This design comes from an exercise in tuning for small area and a short achievable clock period on the open sky130 flow, not from production work. In this exercise RTL edits were held to simulation tests only and were not proved equivalent to the original. The flow treats the clock pin as an ideal source, which a real chip does not have. Power and IR drop assume default switching activity.

File: flow/flow/run.sh
#!/bin/bash
# Layout flow: the standard synthesis unchanged, then the ORFS stages
# with these changes:
# - combinational cells set to their smallest size before floorplanning
#   (flow/downsize.tcl); repair_design and the sizing below grow them back
#   where timing needs it;
# - a lighter clock tree (no dummy loads, larger sink clusters);
# - ORFS's setup repair left at its default margin, and instead a greedy
#   sizing of the worst paths (flow/gsize.tcl) after CTS and after global
#   routing (flow/post_cts.tcl, flow/post_grt.tcl).
# Each stage's output goes to its own log file here; ORFS's own logs stay
# under orfs/logs.
set -euo pipefail
export FLOW_FLOW_DIR=$PWD/flow
export FLOW_GS_ITER=${FLOW_GS_ITER:-800}
bash standard.sh synth > log_1_synth.txt 2>&1
EXTRA=(
  MATCH_CELL_FOOTPRINT=0
  "PRE_FLOORPLAN_TCL=$PWD/flow/downsize.tcl"
  "POST_CTS_TCL=$PWD/flow/post_cts.tcl"
  "POST_GLOBAL_ROUTE_TCL=$PWD/flow/post_grt.tcl"
  "BUFFER_PORTS_ARGS=-buffer_cell sky130_fd_sc_hd__buf_4"
  "CTS_ARGS=-sink_clustering_enable -repair_clock_nets -dont_use_dummy_load -sink_clustering_size 25 -sink_clustering_max_diameter 100"
)
STAGES=${FLOW_STAGES:-floorplan place cts route finish}
n=2
for s in $STAGES; do
  bash standard.sh "${EXTRA[@]}" $s > log_${n}_$s.txt 2>&1
  n=$((n+1))
done
File: flow/flow/downsize.tcl
# Hook run before floorplanning (PRE_FLOORPLAN_TCL): set every combinational
# cell to the smallest-area variant of its function (the strongest one among
# equal areas). Synthesis sizes cells without knowing their real loads;
# repair_design and repair_timing upsize the ones that need it later.
set n_changed 0
set area_before 0.0
set area_after 0.0
set variants [dict create]
foreach lc [get_lib_cells sky130_fd_sc_hd__*] {
  set name [get_name $lc]
  if {![regexp {^sky130_fd_sc_hd__([a-z0-9]+)_([0-9]+)$} $name -> base size]} { continue }
  if {[regexp {^(df|edf|sdf|sed|dl|clk|conb|tap|fill|decap|probe|lpflow|diode|einv|ebuf|bufbuf|bufinv|dly|lp)} $base]} { continue }
  if {[get_property $lc dont_use]} { continue }
  dict lappend variants $base [list $size [get_property $lc area] $name]
}
foreach inst [get_cells *] {
  set m [get_property $inst ref_name]
  if {![regexp {^sky130_fd_sc_hd__([a-z0-9]+)_([0-9]+)$} $m -> base size]} { continue }
  if {![dict exists $variants $base]} { continue }
  set best ""
  set best_area 1e9
  set best_size -1
  foreach v [dict get $variants $base] {
    lassign $v vs va vn
    if {$va < $best_area - 1e-6 || ($va < $best_area + 1e-6 && $vs > $best_size)} {
      set best $vn; set best_area $va; set best_size $vs
    }
  }
  set cur_area [get_property [get_lib_cells $m] area]
  set area_before [expr {$area_before + $cur_area}]
  if {$best ne "" && $best ne $m && $best_area <= $cur_area + 1e-6} {
    replace_cell $inst $best
    incr n_changed
    set area_after [expr {$area_after + $best_area}]
  } else {
    set area_after [expr {$area_after + $cur_area}]
  }
}
puts "downsize: replaced $n_changed cells, combinational area $area_before -> $area_after"
File: flow/flow/gsize.tcl
# Greedy path sizing. Rounds over the endpoints whose slack is within a
# window of the worst one, worst first: for each, resize the one cell on its
# worst path that most improves that endpoint's slack without lowering the
# design's worst slack. Only changes a cell's size within its function.
# replace_cell drops the estimated parasitics of the nets on the cell's pins,
# so they are estimated again after every change.

if {![info exists ::gs_est_mode]} { set ::gs_est_mode -placement }

proc gs_variants {} {
  set vars [dict create]
  foreach lc [get_lib_cells sky130_fd_sc_hd__*] {
    set name [get_name $lc]
    if {![regexp {^sky130_fd_sc_hd__([a-z0-9]+)_([0-9]+)$} $name -> base size]} { continue }
    if {[regexp {^(df|edf|sdf|sed|dl|clk|conb|tap|fill|decap|probe|lpflow|diode|dly)} $base]} { continue }
    if {[get_property $lc dont_use]} { continue }
    dict lappend vars $base [list $size [get_property $lc area] $name]
  }
  return $vars
}

proc gs_est {n} {
  if {[catch {est::estimate_parasitic_net $n} err]} {
    estimate_parasitics $::gs_est_mode
  }
}

proc gs_replace {inst cell} {
  replace_cell $inst $cell
  foreach p [get_pins -of_objects $inst] {
    set n [get_nets -quiet -of_objects $p]
    if {$n ne {}} { gs_est $n }
  }
}

proc gs_area {} {
  set a 0
  foreach i [[ord::get_db_block] getInsts] {
    set m [$i getMaster]
    if {[$m getType] == "CORE"} { set a [expr {$a + [$m getWidth] * [$m getHeight] / 1e6}] }
  }
  return $a
}

proc gs_ep_slack {ep} {
  return [get_property [lindex [find_timing_paths -to $ep -path_delay max] 0] slack]
}

# Try to improve the worst path to endpoint ep by one resize; returns the gain.
proc gs_improve {vars ep} {
  set wns [sta::worst_slack -max]
  set path [lindex [find_timing_paths -to $ep -path_delay max] 0]
  set ep_slack [get_property $path slack]
  set insts {}
  foreach pt [get_property $path points] {
    set pin [get_property $pt pin]
    if {[get_property $pin direction] ne "output"} { continue }
    set inst [get_cells -quiet -of_objects $pin]
    if {$inst ne ""} { lappend insts [get_full_name $inst] }
  }
  set best_inst ""; set best_cell ""; set best_gain 0.0
  foreach iname $insts {
    set inst [get_cells $iname]
    set m [get_property $inst ref_name]
    if {![regexp {^sky130_fd_sc_hd__([a-z0-9]+)_([0-9]+)$} $m -> base size]} { continue }
    if {![dict exists $vars $base]} { continue }
    set cur_area [get_property [get_lib_cells $m] area]
    foreach v [dict get $vars $base] {
      lassign $v vs va vn
      if {$vn eq $m} { continue }
      if {$va <= $cur_area + 1e-6 && $vs <= $size} { continue }
      gs_replace $inst $vn
      set gain [expr {[gs_ep_slack $ep] - $ep_slack}]
      set w [sta::worst_slack -max]
      if {$w >= $wns - 1e-4 && $gain > $best_gain + 1e-3} {
        set best_gain $gain; set best_inst $iname; set best_cell $vn
      }
      gs_replace $inst $m
    }
  }
  if {$best_inst ne ""} {
    set inst [get_cells $best_inst]
    set old [get_property $inst ref_name]
    gs_replace $inst $best_cell
    # a larger cell loads its drivers more: keep no move that breaks a
    # max-slew or max-capacitance limit
    if {[sta::max_slew_violation_count] > $::gs_slew_viol || [sta::max_capacitance_violation_count] > $::gs_cap_viol} {
      gs_replace $inst $old
      return 0.0
    }
  }
  return $best_gain
}

proc gs_run {max_rounds max_area_frac window budget {npaths 400}} {
  set t0 [clock seconds]
  set vars [gs_variants]
  set a0 [gs_area]
  set moves 0
  set ::gs_slew_viol [sta::max_slew_violation_count]
  set ::gs_cap_viol [sta::max_capacitance_violation_count]
  for {set r 0} {$r < $max_rounds} {incr r} {
    set wns [sta::worst_slack -max]
    set eps {}
    foreach p [find_timing_paths -path_delay max -group_path_count $npaths -endpoint_path_count 1 -sort_by_slack] {
      set s [get_property $p slack]
      if {$s <= $wns + $window + 1e-6} { lappend eps [list $s [get_property $p endpoint]] }
    }
    set eps [lsort -real -index 0 $eps]
    set moved 0
    foreach e $eps {
      set ep [lindex $e 1]
      # several moves on the same endpoint while they keep helping
      for {set k 0} {$k < 8} {incr k} {
        set g [gs_improve $vars $ep]
        if {$g <= 0.0} { break }
        incr moved; incr moves
      }
      if {[clock seconds] - $t0 > $budget} { break }
      if {[gs_area] > $a0 * (1.0 + $max_area_frac)} { break }
    }
    puts "gsize: round $r: [llength $eps] endpoints, $moved moves, wns [format %.3f [sta::worst_slack -max]] area [format %.0f [gs_area]] time [expr {[clock seconds] - $t0}]"
    if {$moved == 0} { break }
    if {[clock seconds] - $t0 > $budget} { puts "gsize: time budget used"; break }
    if {[gs_area] > $a0 * (1.0 + $max_area_frac)} { puts "gsize: area limit"; break }
  }
  puts "gsize: done, $moves moves, wns [sta::worst_slack -max] area [gs_area]"
}
File: flow/flow/post_cts.tcl
# Hook after CTS (POST_CTS_TCL): greedy sizing of the worst setup paths
# (flow/gsize.tcl) on placement parasitics, repair of the slew and
# capacitance limits the larger cells may have broken, then re-legalize.
source $::env(FLOW_FLOW_DIR)/gsize.tcl
set ::gs_est_mode -placement
set_propagated_clock [all_clocks]
estimate_parasitics -placement
puts "post_cts: worst slack before sizing [sta::worst_slack -max]"
gs_run 300 0.10 0.0 1200
estimate_parasitics $::gs_est_mode
repair_design_helper
detailed_placement
check_placement -verbose
estimate_parasitics -placement
puts "post_cts: worst slack after sizing [sta::worst_slack -max]"
File: flow/flow/post_grt.tcl
# Hook after global routing (POST_GLOBAL_ROUTE_TCL): greedy sizing of the
# worst setup paths (flow/gsize.tcl) on global-route parasitics, keeping the
# slew and capacitance limits, then re-legalize and re-route the changed
# nets.
source $::env(FLOW_FLOW_DIR)/gsize.tcl
set ::gs_est_mode -global_routing
set_propagated_clock [all_clocks]
global_route -start_incremental
estimate_parasitics -global_routing
puts "post_grt: worst slack before sizing [sta::worst_slack -max]"
gs_run 100 0.05 0.0 400
detailed_placement
global_route -end_incremental -congestion_report_file $::env(REPORTS_DIR)/congestion_post_gsize.rpt
check_placement -verbose
estimate_parasitics -global_routing
puts "post_grt: worst slack after sizing [sta::worst_slack -max]"
report_check_types -max_slew -max_capacitance -violators
write_guides $::env(RESULTS_DIR)/route.guide
File: flow/standard.sh
#!/bin/bash
# synth_recipe.tcl (not shown) runs the flow's synth.tcl, then flattens the netlist and writes it again
# the make line also repeats each setting of config.mk as NAME=value (left out here)
make -C /OpenROAD-flow-scripts/flow DESIGN_CONFIG=/design/flow/config.mk WORK_HOME=/design/flow/orfs CLKGATE_MAP_FILE= SYNTH_SCRIPT=/design/flow/synth_recipe.tcl "${@:-finish}"
File: flow/config.mk
export PLATFORM = sky130hd
export DESIGN_NAME = CPU_Top
export DESIGN_NICKNAME = CPU_Top
export VERILOG_FILES = /design/flow/design.v
export SDC_FILE = /design/flow/constraint.sdc
export NUM_CORES = 8
export LEC_CHECK = 0
export ABC_CLOCK_PERIOD_IN_PS = 3000
export CAP_MARGIN = 20
export CORE_MARGIN = 2
export CORE_UTILIZATION = 65
export PLACE_DENSITY = 0.72
export SLEW_MARGIN = 20
export SYNTH_HIERARCHICAL = 1
export SYNTH_MINIMUM_KEEP_SIZE = 0
File: flow/constraint.sdc
create_clock -name core_clock -period 20.0 [get_ports {clk}]
set_input_delay 4.0000 -clock core_clock [delete_from_list [all_inputs] [get_ports {clk}]]
set_output_delay 4.0000 -clock core_clock [all_outputs]
set_load 0.01 [all_outputs]
File: flow/design.v
module cpu_ks32 (
    input  [31:0] g,
    input  [31:0] p,
    input         cin,
    output [31:0] s
);
wire [31:0] G [0:5];
wire [31:0] P [0:5];
assign G[0] = g;
assign P[0] = p;
genvar l, i;
generate
    for (l = 0; l < 5; l++) begin : g_l
        localparam int D = 1 << l;
        for (i = 0; i < 32; i++) begin : g_i
            if (i >= D) begin : g_node
                if (l % 2 == 0) begin : g_inv
                    cpu_aoi21 ug (.a1(P[l][i]), .a2(G[l][i-D]), .b(G[l][i]), .y(G[l+1][i]));
                    if (i >= 2*D) begin : g_p
                        cpu_nand2 up (.a(P[l][i]), .b(P[l][i-D]), .y(P[l+1][i]));
                    end else begin : g_np
                        assign P[l+1][i] = 1'b1;
                    end
                end else begin : g_true
                    cpu_oai21 ug (.a1(P[l][i]), .a2(G[l][i-D]), .b(G[l][i]), .y(G[l+1][i]));
                    if (i >= 2*D) begin : g_p
                        cpu_nor2 up (.a(P[l][i]), .b(P[l][i-D]), .y(P[l+1][i]));
                    end else begin : g_np
                        assign P[l+1][i] = 1'b0;
                    end
                end
            end else begin : g_pass
                cpu_inv ug (.a(G[l][i]), .y(G[l+1][i]));
                assign P[l+1][i] = (l % 2 == 0) ? 1'b1 : 1'b0;
            end
        end
    end
endgenerate
cpu_xor2 us0 (.a(p[0]), .b(cin), .y(s[0]));
generate
    for (i = 1; i < 32; i++) begin : g_s
        cpu_xnor2 us (.a(p[i]), .b(G[5][i-1]), .y(s[i]));
    end
endgenerate
endmodule
module cpu_aoi222 (input a0, b0, a1, b1, a2, b2, output y);
assign y = ~((a0 & b0) | (a1 & b1) | (a2 & b2));
endmodule
module cpu_aoi22 (input a0, b0, a1, b1, output y);
assign y = ~((a0 & b0) | (a1 & b1));
endmodule
module cpu_aoi21 (input a1, a2, b, output y);
assign y = ~((a1 & a2) | b);
endmodule
module cpu_oai21 (input a1, a2, b, output y);
assign y = ~((a1 | a2) & b);
endmodule
module cpu_ao21_dup (input a1, a2, b, output y);
assign y = (a1 & a2) | b;
endmodule
module cpu_ao21 (input a1, a2, b, output y);
assign y = (a1 & a2) | b;
endmodule
module cpu_nand2 (input a, b, output y);
assign y = ~(a & b);
endmodule
module cpu_nand3 (input a, b, c, output y);
assign y = ~(a & b & c);
endmodule
module cpu_nand3_dup (input a, b, c, output y);
assign y = ~(a & b & c);
endmodule
module cpu_nand2_dup (input a, b, output y);
assign y = ~(a & b);
endmodule
module cpu_nand4 (input a, b, c, d, output y);
assign y = ~(a & b & c & d);
endmodule
module cpu_nand4_dup (input a, b, c, d, output y);
assign y = ~(a & b & c & d);
endmodule
module cpu_nor2 (input a, b, output y);
assign y = ~(a | b);
endmodule
module cpu_nor3 (input a, b, c, output y);
assign y = ~(a | b | c);
endmodule
module cpu_nor4 (input a, b, c, d, output y);
assign y = ~(a | b | c | d);
endmodule
module cpu_nor3_dup (input a, b, c, output y);
assign y = ~(a | b | c);
endmodule
module cpu_nor2_dup (input a, b, output y);
assign y = ~(a | b);
endmodule
module cpu_and2 (input a, b, output y);
assign y = a & b;
endmodule
module cpu_inv (input a, output y);
assign y = ~a;
endmodule
module cpu_xor2 (input a, b, output y);
assign y = a ^ b;
endmodule
module cpu_xnor2 (input a, b, output y);
assign y = ~(a ^ b);
endmodule
module cpu_mux2 (input d0, d1, s, output y);
assign y = s ? d1 : d0;
endmodule
module cpu_mux4 (input d0, d1, d2, d3, s0, s1, output y);
assign y = s1 ? (s0 ? d3 : d2) : (s0 ? d1 : d0);
endmodule
module cpu_hold (input we, nwe, d, q, output y);
assign y = (we & d) | (nwe & q);
endmodule
module cpu_rd32 #(
    parameter NRV = 16
) (
    input  [31:0] sel,
    input  [31:0] d,
    input  [15:0] rv,
    output        y,
    output        y2
);
wire [15:0] n;
wire [3:0]  o;
wire [1:0]  m;
wire        nx;
genvar k;
generate
    for (k = 0; k < 16; k++) begin : g_a
        cpu_aoi22 u (.a0(sel[2*k]), .b0(d[2*k]), .a1(sel[2*k+1]), .b1(d[2*k+1]), .y(n[k]));
    end
    for (k = 0; k < 4; k++) begin : g_o
        cpu_nand4 u (.a(n[4*k]), .b(n[4*k+1]), .c(n[4*k+2]), .d(n[4*k+3]), .y(o[k]));
    end
    for (k = 0; k < 2; k++) begin : g_m
        cpu_nor2 u (.a(o[2*k]), .b(o[2*k+1]), .y(m[k]));
    end
    if (NRV == 16) begin : g_rv
        wire [3:0] r1;
        wire [1:0] r2;
        for (k = 0; k < 4; k++) begin : g_r1
            cpu_nor4 u (.a(rv[4*k]), .b(rv[4*k+1]), .c(rv[4*k+2]), .d(rv[4*k+3]), .y(r1[k]));
        end
        for (k = 0; k < 2; k++) begin : g_r2
            cpu_nand2 u (.a(r1[2*k]), .b(r1[2*k+1]), .y(r2[k]));
        end
        cpu_nor2 u_nx (.a(r2[0]), .b(r2[1]), .y(nx));
        cpu_nand3     u_y  (.a(m[0]), .b(m[1]), .c(nx), .y(y));
        cpu_nand3_dup u_y2 (.a(m[0]), .b(m[1]), .c(nx), .y(y2));
    end else begin : g_norv
        cpu_nand2     u_y  (.a(m[0]), .b(m[1]), .y(y));
        cpu_nand2_dup u_y2 (.a(m[0]), .b(m[1]), .y(y2));
    end
endgenerate
endmodule
module cpu_rd64 #(
    parameter NRV = 32
) (
    input  [63:0] sel,
    input  [63:0] d,
    input  [31:0] rv,
    input         wx,
    input         nwx,
    output        y,
    output        y2
);
wire [31:0] n;
wire [7:0]  o;
wire [2:0]  m;
wire        tn;
genvar k;
generate
    for (k = 0; k < 32; k++) begin : g_a
        cpu_aoi22 u (.a0(sel[2*k]), .b0(d[2*k]), .a1(sel[2*k+1]), .b1(d[2*k+1]), .y(n[k]));
    end
    for (k = 0; k < 8; k++) begin : g_o
        cpu_nand4 u (.a(n[4*k]), .b(n[4*k+1]), .c(n[4*k+2]), .d(n[4*k+3]), .y(o[k]));
    end
    if (NRV == 32) begin : g_rv
        wire [7:0] r1;
        wire [1:0] r2;
        for (k = 0; k < 8; k++) begin : g_r1
            cpu_nor4 u (.a(rv[4*k]), .b(rv[4*k+1]), .c(rv[4*k+2]), .d(rv[4*k+3]), .y(r1[k]));
        end
        for (k = 0; k < 2; k++) begin : g_r2
            cpu_nand4 u (.a(r1[4*k]), .b(r1[4*k+1]), .c(r1[4*k+2]), .d(r1[4*k+3]), .y(r2[k]));
        end
        cpu_nor3 u_t (.a(r2[0]), .b(r2[1]), .c(wx), .y(tn));
    end else begin : g_norv
        assign tn = nwx;
    end
endgenerate
cpu_nor3 u_m0 (.a(o[0]), .b(o[1]), .c(o[2]), .y(m[0]));
cpu_nor3 u_m1 (.a(o[3]), .b(o[4]), .c(o[5]), .y(m[1]));
cpu_nor2 u_m2 (.a(o[6]), .b(o[7]), .y(m[2]));
cpu_nand4 u_y (.a(m[0]), .b(m[1]), .c(m[2]), .d(tn), .y(y));
wire [2:0] m2;
cpu_nor3_dup  u_n0 (.a(o[0]), .b(o[1]), .c(o[2]), .y(m2[0]));
cpu_nor3_dup  u_n1 (.a(o[3]), .b(o[4]), .c(o[5]), .y(m2[1]));
cpu_nor2_dup  u_n2 (.a(o[6]), .b(o[7]), .y(m2[2]));
cpu_nand4_dup u_y2 (.a(m2[0]), .b(m2[1]), .c(m2[2]), .d(tn), .y(y2));
endmodule
module CPU_Top #(
    parameter ADDR_WIDTH = 32,
    parameter DAT_WIDTH = 32
) (
    input   clk,
    input   rst_n,
    output  [ADDR_WIDTH - 1 : 0]    im_PC_o,
    output  [ADDR_WIDTH - 1 : 0]    im_next_PC_o,
    input   [ADDR_WIDTH - 1 : 0]    im_wdata_i,
    output  [4 : 0]                 rs1_o,
    output  [4 : 0]                 rs2_o,
    output  [4 : 0]                 rd_o,
    output  [ADDR_WIDTH - 1 : 0]    ALU_o,
    output  [ADDR_WIDTH - 1 : 0]    memory_data_o,
    output  [ADDR_WIDTH - 1 : 0]    store_data_o
);
genvar gi, gb;
wire [31:0] instr  = im_wdata_i;
wire [6:0]  opcode = instr[6:0];
wire [2:0]  f3     = instr[14:12];
wire [4:0]  rs1    = instr[19:15];
wire [4:0]  rs2    = instr[24:20];
wire [4:0]  rd     = instr[11:7];
assign rs1_o = rs1;
assign rs2_o = rs2;
assign rd_o  = rd;
wire op_r  = opcode == 7'b0110011;
wire op_i  = opcode == 7'b0010011;
wire op_ld = opcode == 7'b0000011;
wire op_st = opcode == 7'b0100011;
wire op_br = opcode == 7'b1100011;
wire op_j  = opcode == 7'b1101111;
wire alu_src   = op_i | op_ld | op_st;
wire reg_write = op_r | op_i | op_ld | op_j;
wire [31:0] imm_i = {{20{instr[31]}}, instr[31:20]};
logic [31:0] imm;
always_comb begin
    case (1'b1)
        op_i, op_ld: imm = imm_i;
        op_st:       imm = {{20{instr[31]}}, instr[31:25], instr[11:7]};
        op_br:       imm = {{19{instr[31]}}, instr[31], instr[7], instr[30:25], instr[11:8], 1'b0};
        op_j:        imm = {{12{instr[31]}}, instr[19:12], instr[20], instr[30:21], 1'b0};
        default:     imm = 32'b0;
    endcase
end
logic alu_add, alu_sub, alu_and, alu_or, alu_xor;
always_comb begin
    {alu_add, alu_sub, alu_and, alu_or, alu_xor} = 5'b0;
    if (op_br) begin
        alu_sub = 1'b1;
    end else if (op_r) begin
        case ({instr[30], f3})
            4'b0000: alu_add = 1'b1;
            4'b1000: alu_sub = 1'b1;
            4'b0111: alu_and = 1'b1;
            4'b0110: alu_or  = 1'b1;
            4'b0100: alu_xor = 1'b1;
            default: ;
        endcase
    end else begin
        case (f3)
            3'b000: alu_add = 1'b1;
            3'b111: alu_and = 1'b1;
            3'b110: alu_or  = 1'b1;
            3'b100: alu_xor = 1'b1;
            default: ;
        endcase
    end
end
wire alu_arith = alu_add | alu_sub;
logic [31:0] pc;
wire  [31:0] pc_plus4 = pc + 32'd4;
wire  [31:0] pc_imm   = pc + imm;
logic [31:0] rf   [0:31];
logic [31:0] rf_v;
wire  [31:0] rf_wdata;
wire [31:0] rf_sel1 = 32'b1 << rs1;
wire [31:0] rf_sel2 = 32'b1 << rs2;
wire [31:0] rf_we   = reg_write ? (32'b1 << rd) : 32'b0;
generate
    for (gi = 0; gi < 32; gi++) begin : g_rf
        wire        nwe = ~rf_we[gi];
        wire [31:0] nxt;
        for (gb = 0; gb < 32; gb++) begin : g_h
            cpu_hold u (.we(rf_we[gi]), .nwe(nwe), .d(rf_wdata[gb]), .q(rf[gi][gb]), .y(nxt[gb]));
        end
        always_ff @(posedge clk) rf[gi] <= nxt;
        always_ff @(posedge clk or negedge rst_n) begin
            if (!rst_n)         rf_v[gi] <= 1'b0;
            else if (rf_we[gi]) rf_v[gi] <= 1'b1;
        end
    end
endgenerate
wire [31:0] rf_dsel1 = rf_sel1 & rf_v;
wire [31:0] rf_dsel2 = rf_sel2 & rf_v;
wire [31:0] rf_rsel1 = rf_sel1 & ~rf_v;
wire [31:0] rf_rsel2 = rf_sel2 & ~rf_v;
wire [31:0] rdata1, rdata2, rdata2_w, rdata1_unused;
generate
    for (gb = 0; gb < 32; gb++) begin : g_rd
        wire [31:0] col;
        for (gi = 0; gi < 32; gi++) begin : g_c
            assign col[gi] = rf[gi][gb];
        end
        if (gb < 5) begin : g_lo
            wire [15:0] rv1, rv2;
            for (gi = 0; gi < 16; gi++) begin : g_r
                localparam int W = ((gi >> gb) << (gb + 1)) | (1 << gb) | (gi & ((1 << gb) - 1));
                assign rv1[gi] = rf_rsel1[W];
                assign rv2[gi] = rf_rsel2[W];
            end
            cpu_rd32 #(.NRV(16)) u1 (.sel(rf_dsel1), .d(col), .rv(rv1), .y(rdata1[gb]), .y2(rdata1_unused[gb]));
            cpu_rd32 #(.NRV(16)) u2 (.sel(rf_dsel2), .d(col), .rv(rv2), .y(rdata2[gb]), .y2(rdata2_w[gb]));
        end else begin : g_hi
            cpu_rd32 #(.NRV(0)) u1 (.sel(rf_dsel1), .d(col), .rv(16'b0), .y(rdata1[gb]), .y2(rdata1_unused[gb]));
            cpu_rd32 #(.NRV(0)) u2 (.sel(rf_dsel2), .d(col), .rv(16'b0), .y(rdata2[gb]), .y2(rdata2_w[gb]));
        end
    end
endgenerate
assign store_data_o = rdata2;
wire [31:0] in2 = alu_src ? imm : rdata2;
wire [31:0] alu_b, alu_g, alu_p, alu_sum;
generate
    for (gb = 0; gb < 32; gb++) begin : g_gp
        wire e1 = alu_src ? imm[gb] ^ alu_sub : ~alu_sub;
        wire e0 = alu_src ? imm[gb] ^ alu_sub : alu_sub;
        cpu_mux2 ub (.d0(e0), .d1(e1), .s(rdata2[gb]), .y(alu_b[gb]));
        cpu_xor2 up (.a(rdata1[gb]), .b(alu_b[gb]), .y(alu_p[gb]));
        if (gb == 0) begin : g_0
            assign alu_g[0] = (rdata1[0] & alu_b[0]) | (alu_p[0] & alu_sub);
        end else begin : g_n
            cpu_and2 ug (.a(rdata1[gb]), .b(alu_b[gb]), .y(alu_g[gb]));
        end
    end
endgenerate
cpu_ks32 u_add (.g(alu_g), .p(alu_p), .cin(alu_sub), .s(alu_sum));
wire [31:0] alu_lg = alu_and ? (rdata1 & in2) :
                     alu_or  ? (rdata1 | in2) :
                     alu_xor ? (rdata1 ^ in2) : 32'b0;
wire [31:0] alu_res;
generate
    for (gb = 0; gb < 32; gb++) begin : g_res
        cpu_ao21 u (.a1(alu_arith), .a2(alu_sum[gb]), .b(alu_lg[gb]), .y(alu_res[gb]));
    end
endgenerate
assign ALU_o = alu_res;
logic [31:0] dm   [0:63];
logic [63:0] dm_v;
wire  [63:0] dm_we = op_st ? (64'b1 << alu_res[5:0]) : 64'b0;
generate
    for (gi = 0; gi < 64; gi++) begin : g_dm
        wire        nwe = ~dm_we[gi];
        wire [31:0] nxt;
        for (gb = 0; gb < 32; gb++) begin : g_h
            cpu_hold u (.we(dm_we[gi]), .nwe(nwe), .d(rdata2_w[gb]), .q(dm[gi][gb]), .y(nxt[gb]));
        end
        always_ff @(posedge clk) dm[gi] <= nxt;
        always_ff @(posedge clk or negedge rst_n) begin
            if (!rst_n)         dm_v[gi] <= 1'b0;
            else if (dm_we[gi]) dm_v[gi] <= 1'b1;
        end
    end
endgenerate
wire [5:0] la = rdata1[5:0];
wire [5:0] lb = imm_i[5:0];
wire ld_add = f3 == 3'b000;
wire ld_or  = f3 == 3'b110;
wire ld_xor = f3 == 3'b100;
wire ld_and = f3 == 3'b111;
wire [5:0] s1 = ld_add ? ~lb : ld_or ? 6'h3f : ld_xor ? ~lb : ld_and ? lb : 6'h00;
wire [5:0] s0 = (ld_add | ld_or | ld_xor) ? lb : 6'h00;
wire [5:0] g1 = {6{ld_add}} & lb;
wire [5:0] p1 = {6{ld_add}};
wire [5:0] p0 = {6{ld_add}} & lb;
logic [3:0] lt_d [0:5][0:3];    
always_comb begin
    for (int i = 0; i < 6; i++)
        for (int k = 0; k < 4; k++)
            for (int x = 0; x < 2; x++)
                for (int y = 0; y < 2; y++) begin
                    logic sx, sy, gy, py, c;
                    sx = x ? s1[i] : s0[i];
                    if (i == 0) begin
                        c = 1'b0;
                    end else begin
                        sy = y ? s1[i-1] : s0[i-1];
                        gy = y ? g1[i-1] : 1'b0;
                        py = y ? p1[i-1] : p0[i-1];
                        c  = gy | (py & (sy ^ k[0]));
                    end
                    lt_d[i][k][{x[0], y[0]}] = ~(sx ^ k[1] ^ c);
                end
end
wire [3:0] lt [0:5];
generate
    for (gi = 0; gi < 6; gi++) begin : g_lt
        for (gb = 0; gb < 4; gb++) begin : g_k
            if (gi == 0) begin : g_0
                if (gb < 2) begin : g_u
                    cpu_mux2 u (.d0(lt_d[0][2*gb][0]), .d1(lt_d[0][2*gb][2]), .s(la[0]), .y(lt[0][2*gb]));
                end
            end else begin : g_n
                cpu_mux4 u (.d0(lt_d[gi][gb][0]), .d1(lt_d[gi][gb][1]), .d2(lt_d[gi][gb][2]),
                            .d3(lt_d[gi][gb][3]), .s0(la[gi-1]), .s1(la[gi]), .y(lt[gi][gb]));
            end
        end
    end
endgenerate
wire [63:0] vld  = dm_v & {64{op_ld}};
wire [63:0] nvld = ~dm_v & {64{op_ld}};
wire [63:0] dm_dsel, dm_rsel;
generate
    for (gi = 0; gi < 64; gi++) begin : g_sel
        wire a, b;
        cpu_nand4 ua (.a(lt[0][{gi[0], 1'b0}]), .b(lt[1][{gi[1], gi[0]}]),
                      .c(lt[2][{gi[2], gi[1]}]), .d(lt[3][{gi[3], gi[2]}]), .y(a));
        cpu_nand2 ub (.a(lt[4][{gi[4], gi[3]}]), .b(lt[5][{gi[5], gi[4]}]), .y(b));
        cpu_nor3  usd (.a(a), .b(b), .c(~vld[gi]), .y(dm_dsel[gi]));
        cpu_nor3  usr (.a(a), .b(b), .c(~nvld[gi]), .y(dm_rsel[gi]));
    end
endgenerate
wire        wb_a = ~op_ld & ~op_j & alu_arith;
wire [31:0] wb_b = op_ld ? 32'b0 : op_j ? pc_plus4 : alu_lg;
wire [31:0] wb_data;
generate
    for (gb = 0; gb < 32; gb++) begin : g_dmrd
        wire [63:0] col;
        for (gi = 0; gi < 64; gi++) begin : g_c
            assign col[gi] = dm[gi][gb];
        end
        wire wx, nwx;
        if (gb < 6) begin : g_wx
            cpu_ao21_dup ux (.a1(wb_a), .a2(alu_sum[gb]), .b(wb_b[gb]), .y(wx));
            assign nwx = 1'b1;
        end else begin : g_nwx
            cpu_aoi21 ux (.a1(wb_a), .a2(alu_sum[gb]), .b(wb_b[gb]), .y(nwx));
            assign wx = 1'b0;
        end
        if (gb < 6) begin : g_lo
            wire [31:0] rv;
            for (gi = 0; gi < 32; gi++) begin : g_r
                localparam int W = ((gi >> gb) << (gb + 1)) | (1 << gb) | (gi & ((1 << gb) - 1));
                assign rv[gi] = dm_rsel[W];
            end
            cpu_rd64 #(.NRV(32)) u (.sel(dm_dsel), .d(col), .rv(rv), .wx(wx), .nwx(nwx), .y(wb_data[gb]), .y2(rf_wdata[gb]));
        end else begin : g_hi
            cpu_rd64 #(.NRV(0)) u (.sel(dm_dsel), .d(col), .rv(32'b0), .wx(wx), .nwx(nwx), .y(wb_data[gb]), .y2(rf_wdata[gb]));
        end
    end
endgenerate
assign memory_data_o = wb_data;
wire [31:0] ne0;
wire [15:0] eq1;
wire [7:0]  ne2;
wire [3:0]  eq3;
wire [1:0]  ne4;
wire        eq;
generate
    for (gb = 0; gb < 32; gb++) begin : g_ne0
        cpu_xor2 u (.a(rdata1[gb]), .b(rdata2[gb]), .y(ne0[gb]));
    end
    for (gb = 0; gb < 16; gb++) begin : g_eq1
        cpu_nor2 u (.a(ne0[2*gb]), .b(ne0[2*gb+1]), .y(eq1[gb]));
    end
    for (gb = 0; gb < 8; gb++) begin : g_ne2
        cpu_nand2 u (.a(eq1[2*gb]), .b(eq1[2*gb+1]), .y(ne2[gb]));
    end
    for (gb = 0; gb < 4; gb++) begin : g_eq3
        cpu_nor2 u (.a(ne2[2*gb]), .b(ne2[2*gb+1]), .y(eq3[gb]));
    end
    for (gb = 0; gb < 2; gb++) begin : g_ne4
        cpu_nand2 u (.a(eq3[2*gb]), .b(eq3[2*gb+1]), .y(ne4[gb]));
    end
endgenerate
cpu_nor2 u_eq (.a(ne4[0]), .b(ne4[1]), .y(eq));
wire        tk1 = op_j | (op_br & f3 == 3'b000);
wire        tk0 = op_j | (op_br & f3 == 3'b001);
wire [31:0] npc1 = tk1 ? pc_imm : pc_plus4;
wire [31:0] npc0 = tk0 ? pc_imm : pc_plus4;
wire [31:0] next_pc;
generate
    for (gb = 0; gb < 32; gb++) begin : g_npc
        cpu_mux2 u (.d0(npc0[gb]), .d1(npc1[gb]), .s(eq), .y(next_pc[gb]));
    end
endgenerate
always_ff @(posedge clk or negedge rst_n) begin
    if (!rst_n) pc <= 32'hFFFF_FFFC;
    else        pc <= next_pc;
end
assign im_PC_o      = pc;
assign im_next_PC_o = next_pc;
endmodule
==> results of run 1 <==
worst paths after layout:
path                       cells past startpoint                  from              endpoint  slack [ns]
hold reg to reg                                1     dm[14][6]$_DFF_P_     dm[14][6]$_DFF_P_        0.48
hold / removal                                 1     dm[14][6]$_DFF_P_     dm[14][6]$_DFF_P_        0.48
min in group asynchronous                      1                 rst_n  rf_v[22]$_DFFE_PN0P_        3.13
setup reg to reg                              21  rf_v[21]$_DFFE_PN0P_    dm[51][17]$_DFF_P_       12.33
setup / recovery                              19        im_wdata_i[21]     memory_data_o[30]        6.48
max in group asynchronous                      3                 rst_n  dm_v[34]$_DFFE_PN0P_       15.00
state kept, by name, summed over array words and instances, names as in the netlist:
name	cells
rf_v	32
dm	2048
pc	32
rf	1024
dm_v	64
routing by layer:
layer  track usage [%]  routed length (µm)  up-vias
li1                  -                   -    50600
met1              66.5              190000    60600
met2              75.8              227000    12600
met3              23.2              101000     3241
met4              50.2               68600       14
met5              1.76                 422        -
through the flow:
stage	total power [mW]	setup slack [ns]
floorplan	7.01	6.72
detailed placement	7.39	5.21
global placement	7.37	5.16
finish	10.7	6.48
final cells by class:
cell class,count,area [µm²],area share [%]
antenna,10,25.0,0.0174
clock buffer,150,3750,2.61
sequential,3200,64700,45.0
timing repair buffer,561,5410,3.76
multi-input combinational,8554,65800,45.7
inverter,226,861,0.598
tap,2640,3300,2.30
worst max-delay path: cells and delay by family:
| kind | cells | cell delay (ns) |
|---|---|---|
| simple gates | 6 | 2.32 |
| buf+inv | 3 | 0.51 |
| compound gates | 7 | 1.82 |
| mux | 1 | 0.42 |
| xor+xnor | 2 | 0.35 |
cells in the final DEF, fill, tap and decap left out, types with 72 or more instances in the layout:
cell type and n:
sky130_fd_sc_hd__nor2_1 391, sky130_fd_sc_hd__nor3_2 94, sky130_fd_sc_hd__inv_2 225, sky130_fd_sc_hd__nand4_1 550
sky130_fd_sc_hd__nor4_1 89, sky130_fd_sc_hd__nand4_2 72, sky130_fd_sc_hd__nor3_1 153, sky130_fd_sc_hd__dfxtp_1 3072
sky130_fd_sc_hd__dfrtp_1 98, sky130_fd_sc_hd__buf_12 74, sky130_fd_sc_hd__nand2_1 622, sky130_fd_sc_hd__ha_1 99
sky130_fd_sc_hd__buf_4 438, sky130_fd_sc_hd__o21ai_1 190, sky130_fd_sc_hd__a21oi_1 113, sky130_fd_sc_hd__a22oi_1 2065
sky130_fd_sc_hd__nand2b_1 106, sky130_fd_sc_hd__xor2_1 84, sky130_fd_sc_hd__a22o_1 3096, sky130_fd_sc_hd__clkbuf_16 150
power groups by stage:
stage | Clock, mW | Sequential, mW | Combinational [mW]
floorplan | 0 | 6.61 | 0.397
global placement | 0 | 6.63 | 0.736
finish | 3.38 | 6.49 | 0.856
detailed placement | 0 | 6.63 | 0.752
==> impl_results.md, run 1 <==
* Result of the run: finished clean
* First-pass detailed-route iteration total at 13
* Ratio of cells with drive above 1 in the final layout at 12.2%
* Mean number of vias per cell at between 8 and 9
* Number of hold violations in the final report at 0
* Largest net degree at the start of global routing at 70
* DPL Wire Length at 358 mm
* Routed Wire Length at about 590 mm
* Cell count after placement at 15,200
* Cell breakdown of the critical path: buf_16 > and3_4 > and3_4 > buf_12 > a22oi_1 > nand4_1 > nor2_1 > nand2_2 > mux2_2 > xor2_2 > a21oi_1 > o21ai_1 > a21oi_2 > o21ai_4 > a21oi_2 > xnor2_2 > a21oi_4 > nand4_4 > buf_6
* Effective utilization at floorplan at 65.2%
* Classification of the worst-slack hold path: flop to flop
* Final Wtd Congestion at 1.07
* Post-Layout Cell Count at 15,300
* Number of port buffers at 208
* Max-Cap Viols at 0
* Comb pwr share at 8.0%
* CP max-delay cell: sky130_fd_sc_hd__nor2_1
* CP Data Arrival Time at 9.52 ns
* Synth warnings at 14
* Lkg Pwr at 54.3 nW
* Average cell area after synthesis at between 10 and 15 µm²
* Number of DRC markers in iteration 0 at roughly 24,000
* Max-slew violations at 0
* Number of clock sinks seen by CTS at 3,200
* Clock latency reported for the late side of the worst-skew pair at around 0.91 ns
* Max-slew headroom at around an eighth
* Total DRC errors in the routed layout at 0
* Placeable core region at 0.197 mm²
* Worst Clk Skew at 0.107 ns
* Worst Setup End Kind: output port
* Via Count at 127,000
* Count of nets after finishing at approximately 13,000
* Power density over the cells at between 70 and 80 mW/mm²
* Clock tree from TritonCTS: yes
* Fmax at 74.0 MHz
* DIE WIDTH at roughly 450 µm
* Clock slew at reported path FFs at about 0.060 ns
* Max stage delay on crit path at between 1 and 1.5 ns
* Filler Cell Count at approximately 14,000
* Routed length per instance at 38.3 µm
* Synthesized netlist cell count at 12,100
* Switching component of the power at approximately 2.7 mW
* Number of global-route vias before repair at 118,000
* Final period demand of the worst path at 13.52 ns
* Vertical extent of the die at 448 µm
* Antenna Nets Post-Route at 0
* Share of power burned in registers at about three fifths
* Die footprint at 0.201 mm²
* Data required time of the critical path at between 15 and 20 ns
* Number of top-level pins at 209
* Placement row count at 163
* Worst ir drop on vdd at 96.6 µV
* Leftover overflow at the end of global routing at 0
* Antenna violations before repair at 13
* First-pass GRT wire length at 830 mm
* Post-Place Cell Area at 0.136 mm²
* Worst hold slack after final layout at 0.476 ns
* Worst setup path category: primary input to output port
* Total non-filler cell area in the finished layout at 0.144 mm²
* Period utilization at 67.6%
* Slew at the pin closest to its max-slew limit at approximately 1.3 ns
* Net switching fraction of the power at about a quarter
* Mapped cell area at 0.128 mm²
* Final design utilization at 73.1%
* Clk pwr share at a little under a third
* Top fanout value on the critical path at 32
* Tot GR Track Use at ~56%
* Layout area overhead at 12.1%
* Critical path startpoint category: primary input
* Syn nets at 12,200
* Total internal power at 8.03 mW
* Setup TNS at 0 ns
* Setup violation total in the final timing report at 0
==> run 2: changes to the inputs <==
--- a/flow/design.v
+++ b/flow/design.v
@@ -2,7 +2,8 @@
     input  [31:0] g,
     input  [31:0] p,
     input         cin,
-    output [31:0] s
+    output [31:0] s,
+    output [31:0] nc
 );
 wire [31:0] G [0:5];
 wire [31:0] P [0:5];
@@ -36,6 +37,12 @@
         end
     end
 endgenerate
+assign nc[0] = ~cin;
+generate
+    for (i = 1; i < 32; i++) begin : g_nc
+        assign nc[i] = G[5][i-1];
+    end
+endgenerate
 cpu_xor2 us0 (.a(p[0]), .b(cin), .y(s[0]));
 generate
     for (i = 1; i < 32; i++) begin : g_s
@@ -88,12 +95,6 @@
 module cpu_nor4 (input a, b, c, d, output y);
 assign y = ~(a | b | c | d);
 endmodule
-module cpu_nor3_dup (input a, b, c, output y);
-assign y = ~(a | b | c);
-endmodule
-module cpu_nor2_dup (input a, b, output y);
-assign y = ~(a | b);
-endmodule
 module cpu_and2 (input a, b, output y);
 assign y = a & b;
 endmodule
@@ -197,12 +198,11 @@
 cpu_nor3 u_m0 (.a(o[0]), .b(o[1]), .c(o[2]), .y(m[0]));
 cpu_nor3 u_m1 (.a(o[3]), .b(o[4]), .c(o[5]), .y(m[1]));
 cpu_nor2 u_m2 (.a(o[6]), .b(o[7]), .y(m[2]));
-cpu_nand4 u_y (.a(m[0]), .b(m[1]), .c(m[2]), .d(tn), .y(y));
-wire [2:0] m2;
-cpu_nor3_dup  u_n0 (.a(o[0]), .b(o[1]), .c(o[2]), .y(m2[0]));
-cpu_nor3_dup  u_n1 (.a(o[3]), .b(o[4]), .c(o[5]), .y(m2[1]));
-cpu_nor2_dup  u_n2 (.a(o[6]), .b(o[7]), .y(m2[2]));
-cpu_nand4_dup u_y2 (.a(m2[0]), .b(m2[1]), .c(m2[2]), .d(tn), .y(y2));
+cpu_nand4     u_y  (.a(m[0]), .b(m[1]), .c(m[2]), .d(tn), .y(y));
+cpu_nand4_dup u_y2 (.a(m[0]), .b(m[1]), .c(m[2]), .d(tn), .y(y2));
+endmodule
+module cpu_mux2_dup (input d0, d1, s, output y);
+assign y = s ? d1 : d0;
 endmodule
 module CPU_Top #(
     parameter ADDR_WIDTH = 32,
@@ -325,7 +325,7 @@
 endgenerate
 assign store_data_o = rdata2;
 wire [31:0] in2 = alu_src ? imm : rdata2;
-wire [31:0] alu_b, alu_g, alu_p, alu_sum;
+wire [31:0] alu_b, alu_g, alu_p, alu_sum, alu_nc;
 generate
     for (gb = 0; gb < 32; gb++) begin : g_gp
         wire e1 = alu_src ? imm[gb] ^ alu_sub : ~alu_sub;
@@ -339,14 +339,16 @@
         end
     end
 endgenerate
-cpu_ks32 u_add (.g(alu_g), .p(alu_p), .cin(alu_sub), .s(alu_sum));
+cpu_ks32 u_add (.g(alu_g), .p(alu_p), .cin(alu_sub), .s(alu_sum), .nc(alu_nc));
 wire [31:0] alu_lg = alu_and ? (rdata1 & in2) :
                      alu_or  ? (rdata1 | in2) :
                      alu_xor ? (rdata1 ^ in2) : 32'b0;
 wire [31:0] alu_res;
 generate
     for (gb = 0; gb < 32; gb++) begin : g_res
-        cpu_ao21 u (.a1(alu_arith), .a2(alu_sum[gb]), .b(alu_lg[gb]), .y(alu_res[gb]));
+        wire r1 = (alu_arith & ~alu_p[gb]) | alu_lg[gb];
+        wire r0 = (alu_arith & alu_p[gb]) | alu_lg[gb];
+        cpu_mux2 u (.d0(r1), .d1(r0), .s(alu_nc[gb]), .y(alu_res[gb]));
     end
 endgenerate
 assign ALU_o = alu_res;
@@ -435,11 +437,13 @@
             assign col[gi] = dm[gi][gb];
         end
         wire wx, nwx;
+        wire x1 = (wb_a & ~alu_p[gb]) | wb_b[gb];
+        wire x0 = (wb_a & alu_p[gb]) | wb_b[gb];
         if (gb < 6) begin : g_wx
-            cpu_ao21_dup ux (.a1(wb_a), .a2(alu_sum[gb]), .b(wb_b[gb]), .y(wx));
+            cpu_mux2_dup ux (.d0(x1), .d1(x0), .s(alu_nc[gb]), .y(wx));
             assign nwx = 1'b1;
         end else begin : g_nwx
-            cpu_aoi21 ux (.a1(wb_a), .a2(alu_sum[gb]), .b(wb_b[gb]), .y(nwx));
+            cpu_mux2_dup ux (.d0(~x1), .d1(~x0), .s(alu_nc[gb]), .y(nwx));
             assign wx = 1'b0;
         end
         if (gb < 6) begin : g_lo
--- a/flow/flow/gsize.tcl
+++ b/flow/flow/gsize.tcl
@@ -78,17 +78,7 @@
       gs_replace $inst $m
     }
   }
-  if {$best_inst ne ""} {
-    set inst [get_cells $best_inst]
-    set old [get_property $inst ref_name]
-    gs_replace $inst $best_cell
-    # a larger cell loads its drivers more: keep no move that breaks a
-    # max-slew or max-capacitance limit
-    if {[sta::max_slew_violation_count] > $::gs_slew_viol || [sta::max_capacitance_violation_count] > $::gs_cap_viol} {
-      gs_replace $inst $old
-      return 0.0
-    }
-  }
+  if {$best_inst ne ""} { gs_replace [get_cells $best_inst] $best_cell }
   return $best_gain
 }
 
@@ -97,8 +87,6 @@
   set vars [gs_variants]
   set a0 [gs_area]
   set moves 0
-  set ::gs_slew_viol [sta::max_slew_violation_count]
-  set ::gs_cap_viol [sta::max_capacitance_violation_count]
   for {set r 0} {$r < $max_rounds} {incr r} {
     set wns [sta::worst_slack -max]
     set eps {}
--- a/flow/flow/post_cts.tcl
+++ b/flow/flow/post_cts.tcl
@@ -7,7 +7,6 @@
 estimate_parasitics -placement
 puts "post_cts: worst slack before sizing [sta::worst_slack -max]"
 gs_run 300 0.10 0.0 1200
-estimate_parasitics $::gs_est_mode
 repair_design_helper
 detailed_placement
 check_placement -verbose
==> flow/flow/post_grt.tcl (replaced) <==
# Hook after global routing (POST_GLOBAL_ROUTE_TCL): greedy sizing of the
# worst setup paths (flow/gsize.tcl) on global-route parasitics, repair of
# the slew and capacitance limits, then re-legalize and re-route the
# changed nets.
source $::env(FLOW_FLOW_DIR)/gsize.tcl
set ::gs_est_mode -global_routing
set_propagated_clock [all_clocks]
global_route -start_incremental
estimate_parasitics -global_routing
puts "post_grt: worst slack before sizing [sta::worst_slack -max]"
gs_run 100 0.05 0.0 400
repair_design_helper
detailed_placement
global_route -end_incremental -congestion_report_file $::env(REPORTS_DIR)/congestion_post_gsize.rpt
check_placement -verbose
estimate_parasitics -global_routing
puts "post_grt: worst slack after sizing [sta::worst_slack -max]"
report_check_types -max_slew -max_capacitance -violators
write_guides $::env(RESULTS_DIR)/route.guide
==> impl_results.md, run 2 <==
* Number of port buffers at 208 (unchanged)
* DPL Wire Length at 360 mm (+0.56%)
* Number of top-level pins at 209 (unchanged)
* Average cell area after synthesis at 10.6 µm² (+0.33%)
* Mapped cell area at 0.129 mm² (+0.26%)
* Placement row count at 163 (unchanged)
* Effective utilization at floorplan at 65.3% (+0.099 points)
* First logged error message: [ERROR EST-0104] inconsistent parasitics state
* Synthesized netlist cell count at 12,100 (-0.074%)
* Syn nets at 12,200 (-0.073%)
* Vertical extent of the die at 449 µm (+0.13%)
* Result of the run: did not finish
* DIE WIDTH at 449 µm (+0.13%)
* Terminating stage of the flow: clock tree synthesis (4_1_cts)
* Setup WS pre-CTS at 5.67 ns (+0.459 ns)
* Synth warnings at 14 (unchanged)
* Cell count after placement at 15,100 (-0.25%)
* Final Wtd Congestion at 1.09 (+1.5%)
run 2: worst max path at each step:
stage                               from                 to  slack (ns)
after global placement    im_wdata_i[15]  memory_data_o[23]        5.78
after detailed placement  im_wdata_i[15]  memory_data_o[31]        5.67
after floorplan           im_wdata_i[18]   memory_data_o[0]        6.74
run 2: per-stage QoR:
stage | cell area (µm²) | power, mW
2_1_floorplan | 129000 | 7.13
3_3_place_gp | 136000 | 7.54
3_5_place_dp | 136000 | 7.55
run 2: power by group through the flow:
stage / Sequential [mW] / Clock [mW] / Combinational (mW)
after floorplan: 6.65 / 0 / 0.480
after global placement: 6.66 / 0 / 0.876
after detailed placement: 6.66 / 0 / 0.888
==> run 3: changes to the inputs <==
--- a/flow/flow/post_cts.tcl
+++ b/flow/flow/post_cts.tcl
@@ -7,6 +7,7 @@
 estimate_parasitics -placement
 puts "post_cts: worst slack before sizing [sta::worst_slack -max]"
 gs_run 300 0.10 0.0 1200
+estimate_parasitics $::gs_est_mode
 repair_design_helper
 detailed_placement
 check_placement -verbose
--- a/flow/flow/post_grt.tcl
+++ b/flow/flow/post_grt.tcl
@@ -9,6 +9,7 @@
 estimate_parasitics -global_routing
 puts "post_grt: worst slack before sizing [sta::worst_slack -max]"
 gs_run 100 0.05 0.0 400
+estimate_parasitics $::gs_est_mode
 repair_design_helper
 detailed_placement
 global_route -end_incremental -congestion_report_file $::env(REPORTS_DIR)/congestion_post_gsize.rpt
==> impl_results.md, run 3 <==
* Result of the run: did not finish
* Terminating stage of the flow: global routing (5_1_grt)
* First logged error message: [ERROR EST-0104] inconsistent parasitics state
* Effective utilization at floorplan at 65.3% (unchanged)
* Number of port buffers at 208 (unchanged)
* DPL Wire Length at 360 mm (unchanged)
* Synth warnings at 14 (unchanged)
* Synthesized netlist cell count at 12,100 (unchanged)
* Number of top-level pins at 209 (unchanged)
* Mapped cell area at 0.129 mm² (unchanged)
* Post-Place Cell Area at 0.136 mm² (unchanged)
* Syn nets at 12,200 (unchanged)
* Average cell area after synthesis at 10.6 µm² (unchanged)
* Placement row count at 163 (unchanged)
* Cell count after placement at 15,100 (unchanged)
* Setup WS pre-CTS at 5.67 ns (unchanged)
* Vertical extent of the die at 449 µm (unchanged)
* Antenna violations before repair at 38
* Largest net degree at the start of global routing at 90
* Final Wtd Congestion at 1.09 (unchanged)
* DIE WIDTH at 449 µm (unchanged)
run 3: how the worst min path moves through the flow:
stage	slack [ns]	start	end	depth (start not counted)
global placement	0.45	dm[56][31]$_DFF_P_	dm[56][31]$_DFF_P_	1
detailed placement	0.45	dm[22][18]$_DFF_P_	dm[22][18]$_DFF_P_	1
floorplan	0.44	dm_v[0]$_DFFE_PN0P_	dm_v[0]$_DFFE_PN0P_	1
run 3: per-stage QoR:
stage	utilization, %	hold WS, ns
after floorplan	-	0.439
after global placement	69.1	0.452
after detailed placement	69.1	0.453
run 3: power by group through the flow:
stage	sequential [mW]	clock, mW	combinational (mW)
3_3_place_gp	6.66	0	0.876
2_1_floorplan	6.65	0	0.480
3_5_place_dp	6.66	0	0.888
==> run 4: changes to the inputs <==
--- a/flow/design.v
+++ b/flow/design.v
@@ -2,8 +2,7 @@
     input  [31:0] g,
     input  [31:0] p,
     input         cin,
-    output [31:0] s,
-    output [31:0] nc
+    output [31:0] s
 );
 wire [31:0] G [0:5];
 wire [31:0] P [0:5];
@@ -37,12 +36,6 @@
         end
     end
 endgenerate
-assign nc[0] = ~cin;
-generate
-    for (i = 1; i < 32; i++) begin : g_nc
-        assign nc[i] = G[5][i-1];
-    end
-endgenerate
 cpu_xor2 us0 (.a(p[0]), .b(cin), .y(s[0]));
 generate
     for (i = 1; i < 32; i++) begin : g_s
@@ -201,9 +194,6 @@
 cpu_nand4     u_y  (.a(m[0]), .b(m[1]), .c(m[2]), .d(tn), .y(y));
 cpu_nand4_dup u_y2 (.a(m[0]), .b(m[1]), .c(m[2]), .d(tn), .y(y2));
 endmodule
-module cpu_mux2_dup (input d0, d1, s, output y);
-assign y = s ? d1 : d0;
-endmodule
 module CPU_Top #(
     parameter ADDR_WIDTH = 32,
     parameter DAT_WIDTH = 32
@@ -325,7 +315,7 @@
 endgenerate
 assign store_data_o = rdata2;
 wire [31:0] in2 = alu_src ? imm : rdata2;
-wire [31:0] alu_b, alu_g, alu_p, alu_sum, alu_nc;
+wire [31:0] alu_b, alu_g, alu_p, alu_sum;
 generate
     for (gb = 0; gb < 32; gb++) begin : g_gp
         wire e1 = alu_src ? imm[gb] ^ alu_sub : ~alu_sub;
@@ -339,16 +329,14 @@
         end
     end
 endgenerate
-cpu_ks32 u_add (.g(alu_g), .p(alu_p), .cin(alu_sub), .s(alu_sum), .nc(alu_nc));
+cpu_ks32 u_add (.g(alu_g), .p(alu_p), .cin(alu_sub), .s(alu_sum));
 wire [31:0] alu_lg = alu_and ? (rdata1 & in2) :
                      alu_or  ? (rdata1 | in2) :
                      alu_xor ? (rdata1 ^ in2) : 32'b0;
 wire [31:0] alu_res;
 generate
     for (gb = 0; gb < 32; gb++) begin : g_res
-        wire r1 = (alu_arith & ~alu_p[gb]) | alu_lg[gb];
-        wire r0 = (alu_arith & alu_p[gb]) | alu_lg[gb];
-        cpu_mux2 u (.d0(r1), .d1(r0), .s(alu_nc[gb]), .y(alu_res[gb]));
+        cpu_ao21 u (.a1(alu_arith), .a2(alu_sum[gb]), .b(alu_lg[gb]), .y(alu_res[gb]));
     end
 endgenerate
 assign ALU_o = alu_res;
@@ -437,13 +425,11 @@
             assign col[gi] = dm[gi][gb];
         end
         wire wx, nwx;
-        wire x1 = (wb_a & ~alu_p[gb]) | wb_b[gb];
-        wire x0 = (wb_a & alu_p[gb]) | wb_b[gb];
         if (gb < 6) begin : g_wx
-            cpu_mux2_dup ux (.d0(x1), .d1(x0), .s(alu_nc[gb]), .y(wx));
+            cpu_ao21_dup ux (.a1(wb_a), .a2(alu_sum[gb]), .b(wb_b[gb]), .y(wx));
             assign nwx = 1'b1;
         end else begin : g_nwx
-            cpu_mux2_dup ux (.d0(~x1), .d1(~x0), .s(alu_nc[gb]), .y(nwx));
+            cpu_aoi21 ux (.a1(wb_a), .a2(alu_sum[gb]), .b(wb_b[gb]), .y(nwx));
             assign wx = 1'b0;
         end
         if (gb < 6) begin : g_lo
--- a/flow/flow/run.sh
+++ b/flow/flow/run.sh
@@ -6,8 +6,7 @@
 #   where timing needs it;
 # - a lighter clock tree (no dummy loads, larger sink clusters);
 # - ORFS's setup repair left at its default margin, and instead a greedy
-#   sizing of the worst paths (flow/gsize.tcl) after CTS and after global
-#   routing (flow/post_cts.tcl, flow/post_grt.tcl).
+#   sizing of the worst paths (flow/gsize.tcl) after CTS (flow/post_cts.tcl).
 # Each stage's output goes to its own log file here; ORFS's own logs stay
 # under orfs/logs.
 set -euo pipefail
@@ -18,7 +17,6 @@
   MATCH_CELL_FOOTPRINT=0
   "PRE_FLOORPLAN_TCL=$PWD/flow/downsize.tcl"
   "POST_CTS_TCL=$PWD/flow/post_cts.tcl"
-  "POST_GLOBAL_ROUTE_TCL=$PWD/flow/post_grt.tcl"
   "BUFFER_PORTS_ARGS=-buffer_cell sky130_fd_sc_hd__buf_4"
   "CTS_ARGS=-sink_clustering_enable -repair_clock_nets -dont_use_dummy_load -sink_clustering_size 25 -sink_clustering_max_diameter 100"
 )
--- a/flow/flow/gsize.tcl
+++ b/flow/flow/gsize.tcl
@@ -78,7 +78,17 @@
       gs_replace $inst $m
     }
   }
-  if {$best_inst ne ""} { gs_replace [get_cells $best_inst] $best_cell }
+  if {$best_inst ne ""} {
+    set inst [get_cells $best_inst]
+    set old [get_property $inst ref_name]
+    gs_replace $inst $best_cell
+    # a larger cell loads its drivers more: keep no move that breaks a
+    # max-slew or max-capacitance limit
+    if {[sta::max_slew_violation_count] > $::gs_slew_viol || [sta::max_capacitance_violation_count] > $::gs_cap_viol} {
+      gs_replace $inst $old
+      return 0.0
+    }
+  }
   return $best_gain
 }
 
@@ -87,6 +97,8 @@
   set vars [gs_variants]
   set a0 [gs_area]
   set moves 0
+  set ::gs_slew_viol [sta::max_slew_violation_count]
+  set ::gs_cap_viol [sta::max_capacitance_violation_count]
   for {set r 0} {$r < $max_rounds} {incr r} {
     set wns [sta::worst_slack -max]
     set eps {}
@@ -114,3 +126,53 @@
   }
   puts "gsize: done, $moves moves, wns [sta::worst_slack -max] area [gs_area]"
 }
+
+# Area recovery: set cells whose output has ample slack back to the smallest
+# variant of their function, keeping the worst slack, a slack margin on the
+# cell itself and the slew and capacitance limits.
+proc gs_recover {margin budget} {
+  set t0 [clock seconds]
+  set vars [gs_variants]
+  set wns [sta::worst_slack -max]
+  set sv [sta::max_slew_violation_count]
+  set cv [sta::max_capacitance_violation_count]
+  set a0 [gs_area]
+  set cands {}
+  foreach inst [get_cells *] {
+    set m [get_property $inst ref_name]
+    if {![regexp {^sky130_fd_sc_hd__([a-z0-9]+)_([0-9]+)$} $m -> base size]} { continue }
+    if {![dict exists $vars $base]} { continue }
+    set cur_area [get_property [get_lib_cells $m] area]
+    set best ""; set best_area $cur_area
+    foreach v [dict get $vars $base] {
+      lassign $v vs va vn
+      if {$va < $best_area - 1e-6} { set best $vn; set best_area $va }
+    }
+    if {$best eq ""} { continue }
+    set smin 1e9
+    foreach p [get_pins -of_objects $inst -filter "direction==output"] {
+      set s [get_property $p slack_max]
+      if {$s < $smin} { set smin $s }
+    }
+    if {$smin > $wns + 2.0 * $margin} { lappend cands [list $smin [get_full_name $inst] $best] }
+  }
+  set cands [lsort -real -decreasing -index 0 $cands]
+  set n 0
+  foreach c $cands {
+    if {[clock seconds] - $t0 > $budget} { break }
+    lassign $c s0 iname best
+    set inst [get_cells $iname]
+    set m [get_property $inst ref_name]
+    gs_replace $inst $best
+    set ok 1
+    if {[sta::worst_slack -max] < $wns - 1e-4} { set ok 0 }
+    if {$ok} {
+      foreach p [get_pins -of_objects $inst -filter "direction==output"] {
+        if {[get_property $p slack_max] < $wns + $margin} { set ok 0 }
+      }
+    }
+    if {$ok && ([sta::max_slew_violation_count] > $sv || [sta::max_capacitance_violation_count] > $cv)} { set ok 0 }
+    if {$ok} { incr n } else { gs_replace $inst $m }
+  }
+  puts "gs_recover: [llength $cands] candidates, $n downsized, area [format %.0f $a0] -> [format %.0f [gs_area]], wns [sta::worst_slack -max]"
+}
==> flow/flow/post_cts.tcl (replaced) <==
# Hook after CTS (POST_CTS_TCL): greedy sizing of the worst setup paths
# (flow/gsize.tcl) on placement parasitics, repair of the slew and
# capacitance limits the larger cells may have broken, a recovery of area
# on cells with ample slack (gs_recover), then re-legalize.
source $::env(FLOW_FLOW_DIR)/gsize.tcl
set ::gs_est_mode -placement
set_propagated_clock [all_clocks]
estimate_parasitics -placement
puts "post_cts: worst slack before sizing [sta::worst_slack -max]"
gs_run 300 0.10 0.0 1200
estimate_parasitics $::gs_est_mode
repair_design_helper
gs_recover 0.5 600
detailed_placement
check_placement -verbose
estimate_parasitics -placement
puts "post_cts: worst slack after sizing [sta::worst_slack -max]"
removed: flow/flow/post_grt.tcl
==> impl_results.md, run 4 <==
* Result of the run: finished clean
* Max-Cap Viols at 0
* Count of nets after finishing at 12,700
* Cell breakdown of the critical path: buf_12 > and2_4 > and3_1 > buf_4 > a22oi_1 > nand4_1 > nor2_2 > nand3_4 > mux4_2 > nand4_1 > nor3_2 > buf_4 > a22oi_1 > nand4_1 > nor3_2 > nand4_4 > buf_6
* Die footprint at 0.200 mm²
* Max-slew violations at 0
* Mapped cell area at 0.128 mm² (-0.60%)
* FF-to-FF path depth at 23
* Leading cell type in the layout, fill and taps excluded: sky130_fd_sc_hd__a22o_1
* Library cell appearing most often on the critical path: sky130_fd_sc_hd__nand4_1
* Clock slew at reported path FFs at 0.05 ns
* Setup slack, reg-to-reg at 12.00 ns
* Number of clock sinks seen by CTS at between 3,000 and 4,000
* Final period demand of the worst path at between 10 and 15 ns
* Total DRC errors in the routed layout at 0
* Layout area overhead at 10.9%
* Tot GR Track Use at 55.2%
* Final total power at around 11 mW
* Routed Wire Length at 577 mm
* Placeable core region at 0.195 mm²
* Clock latency reported for the late side of the worst-skew pair at 0.90 ns
* Effective utilization at floorplan at 65.5% (+0.21 points)
* Period utilization at 67.8%
* Worst hold path endpoint: dm[36][20]$_DFF_P_
* Number of top-level pins at 209 (unchanged)
* Fin worst setup slack at 6.44 ns
* Vertical extent of the die at 448 µm (-0.30%)
* Synth warnings at 14 (unchanged)
* Worst Setup End Kind: output port
* Synthesized netlist cell count at 12,000 (-0.72%)
* Routed length per instance at roughly 38 µm
* Dominant delay contributor by cell family on the critical path: simple AND/OR/NAND/NOR gates
* Max-slew headroom at 9.12%
* Final Wtd Congestion at 1.08 (-0.66%)
* Startpoint of the most critical hold path: dm[36][20]$_DFF_P_
* Mean number of vias per cell at 8.25
* Flip-flop count of the largest register after layout at 2,048
* Syn nets at 12,200 (-0.71%)
* Most frequent cells in the layout: sky130_fd_sc_hd__a22o_1, sky130_fd_sc_hd__dfxtp_1, sky130_fd_sc_hd__a22oi_1
* DPL Wire Length at 350 mm (-2.7%)
* CP Data Arrival Time at 9.56 ns
* CP max-delay cell: sky130_fd_sc_hd__mux4_2
* Setup WS pre-CTS at 5.34 ns (-0.330 ns)
* Antenna violations before repair at 27
* Via Count at between 100k and 150k
* Cell count after placement at 15,100 (-0.52%)
* Worst setup path category: primary input to output port
* Worst Clk Skew at 0.105 ns
* Max stage delay on crit path at 0.82 ns
* Number of global-route vias before repair at 119,000
* Cells on Worst Hold Path at 1
* Critical path startpoint category: primary input
* Antenna Nets Post-Route at 0
* Placement row count at 162 (-0.61%)
* Worst ir drop on vdd at 102 µV
* Register with the most flip-flops: dm
* Ratio of cells with drive above 1 in the final layout at around a tenth
* RSZ-0062 raised after global routing: false
* Slew at the pin closest to its max-slew limit at 1.36 ns
* First-pass GRT wire length at 821 mm
* Setup TNS at 0 ns
* Classification of the worst-slack hold path: flop to flop
* Number of DRC markers in iteration 0 at 23,400
* Worst r2r src: rf_v[23]$_DFFE_PN0P_
* Clock tree from TritonCTS: yes
* Top fanout value on the critical path at 32
* Number of hold violations in the final report at 0
* First-pass detailed-route iteration total at 17
* Fmax at 73.7 MHz
* Number of port buffers at 208 (unchanged)
* Setup violation total in the final timing report at 0
* Post-Layout Cell Count at 15,200
* Endpoint of the worst-slack reg-to-reg timing path: dm[6][26]$_DFF_P_
* Data required time of the critical path at 16.00 ns
* Largest net degree at the start of global routing at 77
* Lkg Pwr at 53.7 nW
* Leftover overflow at the end of global routing at 0
* Critical path buffer and inverter count at 4
* Power density over the cells at 75.3 mW/mm²
* Registers with the most flip-flops: dm (2048), rf (1024), dm_v (64)
* Average cell area after synthesis at 10.6 µm² (+0.12%)
* DIE WIDTH at 448 µm (-0.30%)
## run 4: area by class of cell
type | count | area, µm²
Tap cell | 2624 | 3280
Sequential cell | 3200 | 64700
Timing Repair Buffer | 560 | 4750
Multi-Input combinational cell | 8458 | 64400
Clock buffer | 149 | 3730
Antenna cell | 15 | 37.5
Fill cell | 14100 | 53400
Inverter | 226 | 861
## run 4: per-stage QoR
stage	util (%)	cell area, µm²	hold slack, ns
floorplan	-	128000	0.435
global placement	69.4	135000	0.452
detailed placement	69.5	136000	0.453
global route	72.6	142000	0.478
finish	72.7	142000	0.475
## run 4: layer usage
layer	global-route usage [%]	vias up	part of all wire, %
met1	63.9	59900	32
met5	0.904	-	0.12
li1	-	50200	-
met4	50.6	36	12
met3	24.5	3486	17
met2	75.8	12000	39
## run 4: worst max-delay path by stage
stage	startpoint	end	slack (ns)	cells after the start
final	im_wdata_i[16]	memory_data_o[15]	6.44	17
after global placement	im_wdata_i[16]	memory_data_o[18]	4.73	17
after detailed placement	im_wdata_i[16]	memory_data_o[2]	5.34	18
after global routing	im_wdata_i[16]	memory_data_o[12]	6.58	17
after floorplan	im_wdata_i[18]	memory_data_o[0]	6.74	14
## run 4: where the power goes
| part | leakage, nW | internal, mW | switching [mW] |
|---|---|---|---|
| Sequential | 26.4 | 6.42 | 0.0722 |
| Clock | 1.84 | 1.34 | 2.02 |
| Combinational | 25.4 | 0.242 | 0.589 |
| Total | 53.7 | 8.00 | 2.68 |

==> static timing again, ports no longer ideal <==
How much do the figures lean on ideal ports? The routed layouts below were timed once more, with nothing changed but the port constraints. Step 1 sets driving cells, clkbuf_16 on the clock port and buf_2 on the other inputs (assumed; they add their load-dependent delay and slew). Step 2 moves the port delays by t, midway between the first and last clock arrival at a register: inputs arrive t later, outputs are due t later. That takes back most of the time a late clock gives input paths. a / b / c = ideal ports / drivers / drivers and shift; a / b = the first two.
run | t, ns | setup slack, ns | worst setup path at the end | worst data-port slew with drivers (ns) | pins driven straight from the clock port
run 1 | 0.969 | 6.484 / 6.418 / 6.418 | input to output | 0.11 | 1
run 4 | 0.961 | 6.437 / 6.380 / 6.380 | input to output | 0.18 | 1
After both steps every run listed still meets setup and hold. For run 1, which loses most, drivers alone change the setup slack by -0.066 ns; drivers and shift together by -0.066 ns.
